This is an optimization exercise on Yosys and OpenROAD, whose aim is a short achievable clock period and few clock cycles, not a production implementation.
Function was checked by simulation only, so behaviour that the tests miss may differ from the original.
Power is estimated from default activity; no workload was simulated.

==> v5: inputs <==
Design datapath, start of the top module:
module datapath (
    input clk,
    input rst,
    output logic        inst_read,
    output logic [31:0] inst_addr,
    input  logic        inst_resp,
    input  logic [31:0] inst_rdata,
    output logic        data_read,
    output logic        data_write,
    output logic [3:0]  data_mbe,
    output logic [31:0] data_addr,
    output logic [31:0] data_wdata,
    input  logic        data_resp,
    input  logic [31:0] data_rdata
);
export LEC_CHECK = 0
export CAP_MARGIN = 25
export CORE_MARGIN = 2
export CORE_UTILIZATION = 35
export PLACE_DENSITY = 0.55
export SETUP_SLACK_MARGIN = 5
export SLEW_MARGIN = 35
create_clock -name core_clock -period 11.0 [get_ports {clk}]
run.sh (not shown) runs the stock make flow with config.mk's settings and CLKGATE_MAP_FILE= SYNTH_SCRIPT=/design/flow/synth_recipe.tcl, a recipe that flattens the netlist after the stock synthesis.
==> inputs of v39, as changes to v5 <==
--- a/flow/design.v
+++ b/flow/design.v
@@ -162,43 +162,51 @@
     output logic [31:0] data_wdata,
     input  logic        data_resp,
     input  logic [31:0] data_rdata
 );
 localparam int BTB_IB = 5;               
 localparam int BTB_N  = 1 << BTB_IB;
 localparam int BTB_TB = 6;               
-localparam int RAS_B  = 3;               
+localparam int RAS_B  = 3;
+localparam int GH_B   = 4;               
+localparam int PHT_B  = 4 + GH_B;        
+localparam int PHT_N  = 1 << PHT_B;               
 localparam int RAS_N  = 1 << RAS_B;
 logic        gstall;         
 logic        lu_stall;       
 logic        ex_mis;         
-logic [31:0] ex_redirect;
+logic        jr_pend;        
+logic [31:0] jr_tgt;
+logic        rst_q;
+always_ff @(posedge clk) rst_q <= rst;
 logic [31:0] pc;
 logic             btb_v    [BTB_N];
 logic [BTB_TB-1:0] btb_tag [BTB_N];
 logic [29:0]      btb_tgt  [BTB_N];
 logic             btb_jmp  [BTB_N];     
 logic             btb_ret  [BTB_N];     
-logic [1:0]       btb_ctr  [BTB_N];
 logic [29:0]      ras [RAS_N];
 logic [RAS_B-1:0] ras_sp;
+logic [1:0]       pht [PHT_N];
+logic [GH_B-1:0]  ghist;
 logic        d_v;
 logic [31:0] d_pc, d_ir, d_pnext, d_pc4;
+logic [PHT_B-1:0] d_pidx, e_pidx, u_pidx;
 logic        e_v, e_we, e_load, e_store, e_br, e_jal, e_jalr, e_mis_s;
 logic [4:0]  e_rd;
-logic [31:0] e_a, e_b, e_sd, e_pre, e_pc, e_pc4, e_redir, e_jcmp;
+logic [31:0] e_a, e_b, e_sd, e_pre, e_pc, e_pc4, e_jcmp;
 logic        e_okn;
 logic [31:0] e_tgt, e_pnext;
 logic        e_aR, e_aEM, e_aMW, e_bR, e_bEM, e_bMW, e_sR, e_sEM, e_sMW, e_sWB;
 logic        e_sub, e_sra;
 logic        e_add, e_sll, e_sr, e_slt, e_sltu, e_xor, e_or, e_and, e_pres;
 logic        e_beq, e_blt, e_bltu, e_binv;
 logic        e_mb, e_mh, e_mw;
 logic [2:0]  e_f3;
-logic        e_ret;
+logic        e_ret, e_call;
 logic        e_nw;           
 logic [4:0]  e_rs1, e_rs2;
 logic        m_we, m_load, m_store, m_sWB, m_jmp;
 logic [4:0]  m_rd;
 logic [31:0] m_res, m_wdata;
 logic [3:0]  m_mbe;
 logic [2:0]  m_f3;
@@ -209,38 +217,44 @@
 logic        u_v, u_br, u_taken, u_jmp, u_ret, u_clear;
 logic [31:0] u_pc, u_tgt;
 assign inst_addr = pc;
 assign inst_read = 1'b1;
 wire [BTB_IB-1:0] f_idx = pc[BTB_IB+1:2];
 wire [BTB_TB-1:0] f_tag = pc[BTB_IB+BTB_TB+1:BTB_IB+2];
 wire        f_hit   = btb_v[f_idx] && (btb_tag[f_idx] == f_tag);
-wire        f_taken = f_hit && (btb_jmp[f_idx] || btb_ctr[f_idx][1]);
+wire [PHT_B-1:0] f_pidx = {pc[5:2], ghist};
+wire        f_taken = f_hit && (btb_jmp[f_idx] || pht[f_pidx][1]);
 wire [29:0] f_tgt   = btb_ret[f_idx] ? ras[ras_sp] : btb_tgt[f_idx];
 wire [31:0] f_pc4   = pc + 32'd4;
 wire [31:0] f_next  = f_taken ? {f_tgt, 2'b00} : f_pc4;
+logic [31:0] pc_seq, pc_t, pc_n, pc_o, pc_nx;
+logic        mis_t, mis_n, mis_o;
+always_comb begin
+    pc_seq = lu_stall ? pc : f_next;
+    pc_t   = mis_t ? e_tgt   : pc_seq;
+    pc_n   = mis_n ? e_pc4   : pc_seq;
+    pc_o   = mis_o ? (e_jal ? e_tgt : e_pc4) : pc_seq;
+    pc_nx  = jr_pend ? jr_tgt : (e_br ? (taken ? pc_t : pc_n) : pc_o);
+end
 always_ff @(posedge clk) begin
     if (rst) begin
         pc  <= 32'h0000_0060;
         d_v <= 1'b0;
     end else if (!gstall) begin
-        if (ex_mis) begin
-            pc  <= ex_redirect;
-            d_v <= 1'b0;
-        end else if (!lu_stall) begin
-            pc  <= f_next;
-            d_v <= 1'b1;
-        end
+        pc  <= pc_nx;
+        d_v <= !jr_pend && !ex_mis && (d_v || !lu_stall);
     end
 end
 always_ff @(posedge clk) begin
     if (!gstall && !lu_stall) begin
         d_pc    <= pc;
         d_ir    <= inst_rdata;
         d_pnext <= f_next;
         d_pc4   <= f_pc4;
+        d_pidx  <= f_pidx;
     end
 end
 wire [6:0] op  = d_ir[6:0];
 wire [4:0] rd  = d_ir[11:7];
 wire [4:0] rs1 = d_ir[19:15];
 wire [4:0] rs2 = d_ir[24:20];
 wire [2:0] f3  = d_ir[14:12];
@@ -286,40 +300,43 @@
 wire link1 = (rd == 5'd1) || (rd == 5'd5);
 wire link2 = (rs1 == 5'd1) || (rs1 == 5'd5);
 wire bubble = lu_stall || ex_mis || !d_v;
 always_ff @(posedge clk) begin
     if (rst) begin
         e_v <= 1'b0; e_we <= 1'b0; e_load <= 1'b0; e_store <= 1'b0;
         e_br <= 1'b0; e_jal <= 1'b0; e_jalr <= 1'b0; e_mis_s <= 1'b0; e_nw <= 1'b0;
+        e_call <= 1'b0; e_ret <= 1'b0;
     end else if (!gstall) begin
         e_v     <= !bubble;
         e_we    <= !bubble && wr;
         e_load  <= !bubble && i_load;
         e_store <= !bubble && i_store;
         e_br    <= !bubble && i_br;
         e_jal   <= !bubble && i_jal;
         e_jalr  <= !bubble && i_jalr;
         e_nw    <= !bubble && (i_store || i_br);
+        e_call  <= !bubble && (i_jal || i_jalr) && link1;
+        e_ret   <= !bubble && i_jalr && link2 && !link1;
         e_mis_s <= !bubble && !i_jal && !i_br && !i_jalr && !d_okn;
     end
 end
 always_ff @(posedge clk) begin
     if (!gstall) begin
         e_rd    <= rd;
         e_rs1   <= rs1;
         e_rs2   <= rs2;
         e_a     <= rv1;
         e_b     <= useimm ? d_bimm : rv2;
         e_sd    <= rv2;
         e_pre   <= d_pre;
         e_pc    <= d_pc;
         e_pc4   <= d_pc4;
-        e_redir <= (i_br || i_jal) ? d_tgt : d_pc4;
         e_jcmp  <= d_jcmp;
         e_tgt   <= d_tgt;
+        e_pidx  <= d_pidx;
         e_pnext <= d_pnext;
         e_okn   <= d_okn;
         e_aEM <= h1_ex;
         e_aMW <= !h1_ex && h1_mem && !q1;
         e_aR  <= !h1_ex && !(h1_mem && !q1);
         e_bEM <= !useimm && h2_ex;
         e_bMW <= !useimm && !h2_ex && h2_mem && !q2;
@@ -343,15 +360,14 @@
         e_blt  <= f3[2:1] == 2'b10;
         e_bltu <= f3[2:1] == 2'b11;
         e_binv <= f3[0] && f3[2:1] != 2'b01;
         e_mb <= f3 == 3'd0 || (i_load && f3 == 3'd4);
         e_mh <= f3 == 3'd1 || (i_load && f3 == 3'd5);
         e_mw <= f3 == 3'd2;
         e_f3 <= f3;
-        e_ret  <= i_jalr && link2 && !link1;
     end
 end
 wire [31:0] A  = ({32{e_aR}} & e_a)  | ({32{e_aEM}} & m_res) | ({32{e_aMW}} & w_res);
 wire [31:0] B  = ({32{e_bR}} & e_b)  | ({32{e_bEM}} & m_res) | ({32{e_bMW}} & w_res);
 wire [31:0] SD = ({32{e_sR}} & e_sd) | ({32{e_sEM}} & m_res) | ({32{e_sMW}} & w_res);
 wire [31:0] sum  = A + (B ^ {32{e_sub}}) + {31'd0, e_sub};
 wire        eq   = (A == B);
@@ -368,19 +384,23 @@
     | ({32{e_xor}}  & (A ^ B))
     | ({32{e_or}}   & (A | B))
     | ({32{e_and}}  & (A & B))
     | ({32{e_pres}} & e_pre);
 wire taken = e_binv ^ ((e_beq & eq) | (e_blt & lt) | (e_bltu & ltu));
 wire e_okt = (e_pnext == e_tgt);
 wire jalr_bad = (A != e_jcmp);
-assign ex_mis = e_mis_s
-              | (e_jal & !e_okt)
-              | (e_br & (taken ? !e_okt : !e_okn))
-              | (e_jalr & jalr_bad);
-assign ex_redirect = e_jalr ? sum : ((e_br & !taken) ? e_pc4 : e_redir);
+assign mis_t  = !e_okt;
+assign mis_n  = !e_okn;
+assign mis_o  = e_mis_s | (e_jal & !e_okt);
+assign ex_mis = e_br ? (taken ? mis_t : mis_n) : (mis_o | (e_jalr & jalr_bad));
+always_ff @(posedge clk) begin
+    if (rst) jr_pend <= 1'b0;
+    else if (!gstall) jr_pend <= e_jalr & jalr_bad;
+    if (!jr_pend) jr_tgt <= sum;
+end
 wire [3:0] ex_mbe = e_mb ? (4'b0001 << sum[1:0]) :
                     e_mh ? (4'b0011 << {sum[1], 1'b0}) :
                     e_mw ? 4'b1111 : 4'b0000;
 always_ff @(posedge clk) begin
     if (rst) begin
         m_we <= 1'b0; m_load <= 1'b0; m_store <= 1'b0;
     end else if (!gstall) begin
@@ -402,57 +422,88 @@
 end
 always_ff @(posedge clk) begin
     if (rst) u_v <= 1'b0;
     else     u_v <= !gstall && e_v;
     u_br    <= e_br;
     u_taken <= taken;
     u_jmp   <= e_jal | e_jalr;
-    u_ret   <= e_jalr & e_ret;
+    u_ret   <= e_ret;
     u_clear <= !e_br && !e_jal && !e_jalr && !e_okn;
     u_pc    <= e_pc;
-    u_tgt   <= e_jalr ? sum : e_redir;
+    u_pidx  <= e_pidx;
+    u_tgt   <= e_jalr ? sum : e_tgt;
 end
 wire [BTB_IB-1:0] u_idx = u_pc[BTB_IB+1:2];
 wire [BTB_TB-1:0] u_tag = u_pc[BTB_IB+BTB_TB+1:BTB_IB+2];
-wire u_hit = btb_v[u_idx] && (btb_tag[u_idx] == u_tag);
-wire [1:0] u_ctr = btb_ctr[u_idx];
+wire       u_hit = btb_v[u_idx] && (btb_tag[u_idx] == u_tag);
+logic             pw_en;
+logic [PHT_B-1:0] pw_idx;
+logic [1:0]       pw_ctr;
+wire  [1:0]       u_pc2 = pht[u_pidx];
+always_ff @(posedge clk) begin
+    if (rst) pw_en <= 1'b0;
+    else     pw_en <= u_v && u_br;
+    pw_idx <= u_pidx;
+    pw_ctr <= u_taken ? ((u_pc2 == 2'b11) ? 2'b11 : u_pc2 + 2'b01)
+                      : ((u_pc2 == 2'b00) ? 2'b00 : u_pc2 - 2'b01);
+end
+always_ff @(posedge clk) begin
+    if (rst_q) begin
+        for (int i = 0; i < PHT_N; i++) pht[i] <= 2'b10;
+    end else if (pw_en) begin
+        pht[pw_idx] <= pw_ctr;
+    end
+end
+always_ff @(posedge clk) begin
+    if (rst) ghist <= '0;
+    else if (!gstall && e_br) ghist <= {ghist[GH_B-2:0], taken};
+end
+logic             bw_en;
+logic [BTB_IB-1:0] bw_idx;
+logic             bw_v, bw_jmp, bw_ret;
+logic [BTB_TB-1:0] bw_tag;
+logic [29:0]      bw_tgt;
+always_ff @(posedge clk) begin
+    if (rst) bw_en <= 1'b0;
+    else     bw_en <= u_v && ((u_clear && u_hit) || u_jmp || (u_br && u_taken));
+    bw_idx <= u_idx;
+    bw_tag <= u_tag;
+    bw_v   <= !u_clear;
+    bw_jmp <= u_jmp;
+    bw_ret <= u_ret;
+    bw_tgt <= u_tgt[31:2];
+end
 always_ff @(posedge clk) begin
     if (rst) begin
         for (int i = 0; i < BTB_N; i++) btb_v[i] <= 1'b0;
-    end else if (u_v) begin
-        if (u_clear) begin
-            if (u_hit) btb_v[u_idx] <= 1'b0;
-        end else if (u_jmp || (u_br && u_taken && !(u_hit && !btb_jmp[u_idx]))) begin
-            btb_v[u_idx]   <= 1'b1;
-            btb_tag[u_idx] <= u_tag;
-            btb_tgt[u_idx] <= u_tgt[31:2];
-            btb_jmp[u_idx] <= u_jmp;
-            btb_ret[u_idx] <= u_ret;
-            btb_ctr[u_idx] <= 2'b10;
-        end else if (u_br && u_hit && !btb_jmp[u_idx]) begin
-            if (u_taken) begin
-                btb_tgt[u_idx] <= u_tgt[31:2];
-                if (u_ctr != 2'b11) btb_ctr[u_idx] <= u_ctr + 2'b01;
-            end else begin
-                if (u_ctr != 2'b00) btb_ctr[u_idx] <= u_ctr - 2'b01;
-            end
-        end
+    end else if (bw_en) begin
+        btb_v[bw_idx]   <= bw_v;
+    end
+end
+always_ff @(posedge clk) begin
+    if (bw_en) begin
+        btb_tag[bw_idx] <= bw_tag;
+        btb_tgt[bw_idx] <= bw_tgt;
+        btb_jmp[bw_idx] <= bw_jmp;
+        btb_ret[bw_idx] <= bw_ret;
     end
 end
 always_ff @(posedge clk) begin
     if (rst) begin
         ras_sp <= '0;
+    end else if (!gstall) begin
+        if (e_call)     ras_sp <= ras_sp + 1'b1;
+        else if (e_ret) ras_sp <= ras_sp - 1'b1;
+    end
+end
+always_ff @(posedge clk) begin
+    if (rst_q) begin
         for (int i = 0; i < RAS_N; i++) ras[i] <= '0;
-    end else if (!gstall && !bubble && (i_jal || i_jalr)) begin
-        if (link1) begin
-            ras_sp <= ras_sp + 1'b1;
-            ras[ras_sp + 1'b1] <= d_pc4[31:2];
-        end else if (i_jalr && link2) begin
-            ras_sp <= ras_sp - 1'b1;
-        end
+    end else if (e_call) begin
+        ras[ras_sp + 1'b1] <= e_pc4[31:2];
     end
 end
 assign gstall = ~inst_resp | ((m_load | m_store) & ~data_resp);
 assign data_read  = m_load;
 assign data_write = m_store;
 assign data_addr  = {m_res[31:2], 2'b00};
 assign data_mbe   = m_mbe;
@@ -484,14 +535,14 @@
 always_ff @(posedge clk) begin
     if (!gstall) begin
         w_rd  <= m_rd;
         w_res <= m_load ? ld_val : m_res;
     end
 end
 always_ff @(posedge clk) begin
-    if (rst) begin
+    if (rst_q) begin
         for (int i = 0; i < 32; i++) rf[i] <= 32'd0;
     end else if (w_we) begin
         rf[w_rd] <= w_res;
     end
 end
 endmodule
==> flow/flow/run.sh (new file) <==
#!/bin/bash
set -euo pipefail
MARGIN=${MARGIN:-7}
bash standard.sh SETUP_SLACK_MARGIN=$MARGIN finish > standard_flow.log 2>&1
==> flow/standard.sh (new file) <==
#!/bin/bash
# synth_recipe.tcl (not shown) runs the flow's synth.tcl, then flattens the netlist and writes it again
# the make line also repeats each setting of config.mk as NAME=value (left out here)
make -C /OpenROAD-flow-scripts/flow DESIGN_CONFIG=/design/flow/config.mk WORK_HOME=/design/flow/orfs CLKGATE_MAP_FILE= SYNTH_SCRIPT=/design/flow/synth_recipe.tcl "${@:-finish}"
removed: flow/run.sh
==> inputs of v24, as changes to v5 <==
--- a/flow/design.v
+++ b/flow/design.v
@@ -190,15 +190,15 @@
 logic [31:0] e_tgt, e_pnext;
 logic        e_aR, e_aEM, e_aMW, e_bR, e_bEM, e_bMW, e_sR, e_sEM, e_sMW, e_sWB;
 logic        e_sub, e_sra;
 logic        e_add, e_sll, e_sr, e_slt, e_sltu, e_xor, e_or, e_and, e_pres;
 logic        e_beq, e_blt, e_bltu, e_binv;
 logic        e_mb, e_mh, e_mw;
 logic [2:0]  e_f3;
-logic        e_ret;
+logic        e_ret, e_call;
 logic        e_nw;           
 logic [4:0]  e_rs1, e_rs2;
 logic        m_we, m_load, m_store, m_sWB, m_jmp;
 logic [4:0]  m_rd;
 logic [31:0] m_res, m_wdata;
 logic [3:0]  m_mbe;
 logic [2:0]  m_f3;
@@ -286,23 +286,26 @@
 wire link1 = (rd == 5'd1) || (rd == 5'd5);
 wire link2 = (rs1 == 5'd1) || (rs1 == 5'd5);
 wire bubble = lu_stall || ex_mis || !d_v;
 always_ff @(posedge clk) begin
     if (rst) begin
         e_v <= 1'b0; e_we <= 1'b0; e_load <= 1'b0; e_store <= 1'b0;
         e_br <= 1'b0; e_jal <= 1'b0; e_jalr <= 1'b0; e_mis_s <= 1'b0; e_nw <= 1'b0;
+        e_call <= 1'b0; e_ret <= 1'b0;
     end else if (!gstall) begin
         e_v     <= !bubble;
         e_we    <= !bubble && wr;
         e_load  <= !bubble && i_load;
         e_store <= !bubble && i_store;
         e_br    <= !bubble && i_br;
         e_jal   <= !bubble && i_jal;
         e_jalr  <= !bubble && i_jalr;
         e_nw    <= !bubble && (i_store || i_br);
+        e_call  <= !bubble && (i_jal || i_jalr) && link1;
+        e_ret   <= !bubble && i_jalr && link2 && !link1;
         e_mis_s <= !bubble && !i_jal && !i_br && !i_jalr && !d_okn;
     end
 end
 always_ff @(posedge clk) begin
     if (!gstall) begin
         e_rd    <= rd;
         e_rs1   <= rs1;
@@ -343,15 +346,14 @@
         e_blt  <= f3[2:1] == 2'b10;
         e_bltu <= f3[2:1] == 2'b11;
         e_binv <= f3[0] && f3[2:1] != 2'b01;
         e_mb <= f3 == 3'd0 || (i_load && f3 == 3'd4);
         e_mh <= f3 == 3'd1 || (i_load && f3 == 3'd5);
         e_mw <= f3 == 3'd2;
         e_f3 <= f3;
-        e_ret  <= i_jalr && link2 && !link1;
     end
 end
 wire [31:0] A  = ({32{e_aR}} & e_a)  | ({32{e_aEM}} & m_res) | ({32{e_aMW}} & w_res);
 wire [31:0] B  = ({32{e_bR}} & e_b)  | ({32{e_bEM}} & m_res) | ({32{e_bMW}} & w_res);
 wire [31:0] SD = ({32{e_sR}} & e_sd) | ({32{e_sEM}} & m_res) | ({32{e_sMW}} & w_res);
 wire [31:0] sum  = A + (B ^ {32{e_sub}}) + {31'd0, e_sub};
 wire        eq   = (A == B);
@@ -402,55 +404,77 @@
 end
 always_ff @(posedge clk) begin
     if (rst) u_v <= 1'b0;
     else     u_v <= !gstall && e_v;
     u_br    <= e_br;
     u_taken <= taken;
     u_jmp   <= e_jal | e_jalr;
-    u_ret   <= e_jalr & e_ret;
+    u_ret   <= e_ret;
     u_clear <= !e_br && !e_jal && !e_jalr && !e_okn;
     u_pc    <= e_pc;
     u_tgt   <= e_jalr ? sum : e_redir;
 end
 wire [BTB_IB-1:0] u_idx = u_pc[BTB_IB+1:2];
 wire [BTB_TB-1:0] u_tag = u_pc[BTB_IB+BTB_TB+1:BTB_IB+2];
-wire u_hit = btb_v[u_idx] && (btb_tag[u_idx] == u_tag);
+wire       u_hit = btb_v[u_idx] && (btb_tag[u_idx] == u_tag);
+wire       u_hbr = u_hit && !btb_jmp[u_idx];       
 wire [1:0] u_ctr = btb_ctr[u_idx];
+logic             bw_en;
+logic [BTB_IB-1:0] bw_idx;
+logic             bw_v, bw_jmp, bw_ret;
+logic [BTB_TB-1:0] bw_tag;
+logic [29:0]      bw_tgt;
+logic [1:0]       bw_ctr;
+always_ff @(posedge clk) begin
+    if (rst) bw_en <= 1'b0;
+    else     bw_en <= u_v && ((u_clear && u_hit) || u_jmp || (u_br && (u_taken || u_hbr)));
+    bw_idx <= u_idx;
+    bw_tag <= u_tag;
+    if (u_clear) begin
+        bw_v   <= 1'b0;
+        bw_jmp <= btb_jmp[u_idx];
+        bw_ret <= btb_ret[u_idx];
+        bw_tgt <= btb_tgt[u_idx];
+        bw_ctr <= u_ctr;
+    end else if (u_jmp || !u_hbr) begin
+        bw_v   <= 1'b1;
+        bw_jmp <= u_jmp;
+        bw_ret <= u_ret;
+        bw_tgt <= u_tgt[31:2];
+        bw_ctr <= 2'b10;
+    end else begin
+        bw_v   <= 1'b1;
+        bw_jmp <= 1'b0;
+        bw_ret <= 1'b0;
+        bw_tgt <= u_taken ? u_tgt[31:2] : btb_tgt[u_idx];
+        bw_ctr <= u_taken ? ((u_ctr == 2'b11) ? 2'b11 : u_ctr + 2'b01)
+                          : ((u_ctr == 2'b00) ? 2'b00 : u_ctr - 2'b01);
+    end
+end
 always_ff @(posedge clk) begin
     if (rst) begin
         for (int i = 0; i < BTB_N; i++) btb_v[i] <= 1'b0;
-    end else if (u_v) begin
-        if (u_clear) begin
-            if (u_hit) btb_v[u_idx] <= 1'b0;
-        end else if (u_jmp || (u_br && u_taken && !(u_hit && !btb_jmp[u_idx]))) begin
-            btb_v[u_idx]   <= 1'b1;
-            btb_tag[u_idx] <= u_tag;
-            btb_tgt[u_idx] <= u_tgt[31:2];
-            btb_jmp[u_idx] <= u_jmp;
-            btb_ret[u_idx] <= u_ret;
-            btb_ctr[u_idx] <= 2'b10;
-        end else if (u_br && u_hit && !btb_jmp[u_idx]) begin
-            if (u_taken) begin
-                btb_tgt[u_idx] <= u_tgt[31:2];
-                if (u_ctr != 2'b11) btb_ctr[u_idx] <= u_ctr + 2'b01;
-            end else begin
-                if (u_ctr != 2'b00) btb_ctr[u_idx] <= u_ctr - 2'b01;
-            end
-        end
+    end else if (bw_en) begin
+        btb_v[bw_idx]   <= bw_v;
+        btb_tag[bw_idx] <= bw_tag;
+        btb_tgt[bw_idx] <= bw_tgt;
+        btb_jmp[bw_idx] <= bw_jmp;
+        btb_ret[bw_idx] <= bw_ret;
+        btb_ctr[bw_idx] <= bw_ctr;
     end
 end
 always_ff @(posedge clk) begin
     if (rst) begin
         ras_sp <= '0;
         for (int i = 0; i < RAS_N; i++) ras[i] <= '0;
-    end else if (!gstall && !bubble && (i_jal || i_jalr)) begin
-        if (link1) begin
+    end else if (!gstall) begin
+        if (e_call) begin
             ras_sp <= ras_sp + 1'b1;
-            ras[ras_sp + 1'b1] <= d_pc4[31:2];
-        end else if (i_jalr && link2) begin
+            ras[ras_sp + 1'b1] <= e_pc4[31:2];
+        end else if (e_ret) begin
             ras_sp <= ras_sp - 1'b1;
         end
     end
 end
 assign gstall = ~inst_resp | ((m_load | m_store) & ~data_resp);
 assign data_read  = m_load;
 assign data_write = m_store;
==> flow/flow/run.sh (new file) <==
#!/bin/bash
# Standard layout, with timing repair aiming further below the clock period.
set -euo pipefail
bash standard.sh SETUP_SLACK_MARGIN=7 finish > standard_flow.log 2>&1
==> flow/standard.sh (new file) <==
#!/bin/bash
# synth_recipe.tcl (not shown) runs the flow's synth.tcl, then flattens the netlist and writes it again
# the make line also repeats each setting of config.mk as NAME=value (left out here)
make -C /OpenROAD-flow-scripts/flow DESIGN_CONFIG=/design/flow/config.mk WORK_HOME=/design/flow/orfs CLKGATE_MAP_FILE= SYNTH_SCRIPT=/design/flow/synth_recipe.tcl "${@:-finish}"
removed: flow/run.sh
==> summary.txt <==
* Status: finished clean
* Avg WL per Cell at 35.2 µm
* Clock buffer cells at 472
* Chip height at 678 µm
* Final nets at 10,800
* Met2 wire length at 266,000 µm
* Avg Synthesized Cell Area at 15.2 µm²
* Switching fraction of total power at 0.270
[end of results for v5]
==> summary.txt <==
* Switching fraction of total power at 0.275
* Avg Synthesized Cell Area at 15.5 µm²
* Met2 wire length at 299,000 µm
* Status: finished clean
* Final nets at 11,500
* Chip height at 695 µm
* Avg WL per Cell at 36.8 µm
[end of results for v24]
==> summary.txt <==
* Avg Synthesized Cell Area at 15.3 µm²
* Met2 wire length at 307,000 µm
* Chip height at 730 µm
* Clock buffer cells at 529
* Status: finished clean
* Switching fraction of total power at 0.267
* Avg WL per Cell at 34.4 µm
* Synthesized flop and latch total at 3,791
* Post-synthesis sequential area ratio at 0.607
[end of results for v39]
Testbench counts of v5, summed over its fixed seeds: cycles 76,862.
Testbench counts of v39, summed over its fixed seeds: cycles 75,614.
Testbench counts of v24, summed over its fixed seeds: cycles 76,862.

[port drivers added, routing unchanged]
In the flow no input, the clock included, has a driving cell. The finished layouts below were timed again as built, in two steps. Step 1 assumes that a clkbuf_16 drives the clock port and a buf_2 every other input. Step 2 also shifts input and output timing later by t, the mid clock arrival at the registers, as if the neighbouring blocks saw the same clock. Three values: ideal, step 1, step 2; two values: the first two.
run | shift t [ns] | setup slack, ns | clock arrival spread, ns
v5 | 1.048 | 4.933 / 4.826 / 5.001 | 0.124 / 0.125
v39 | 1.103 | 6.109 / 5.993 / 5.929 | 0.143 / 0.143
v24 | 1.067 | 5.991 / 5.877 / 5.925 | 0.142 / 0.143
After both steps setup and hold are still met in every run listed. For v39, which loses most, drivers alone change the setup slack by -0.116 ns; drivers and shift together by -0.180 ns.
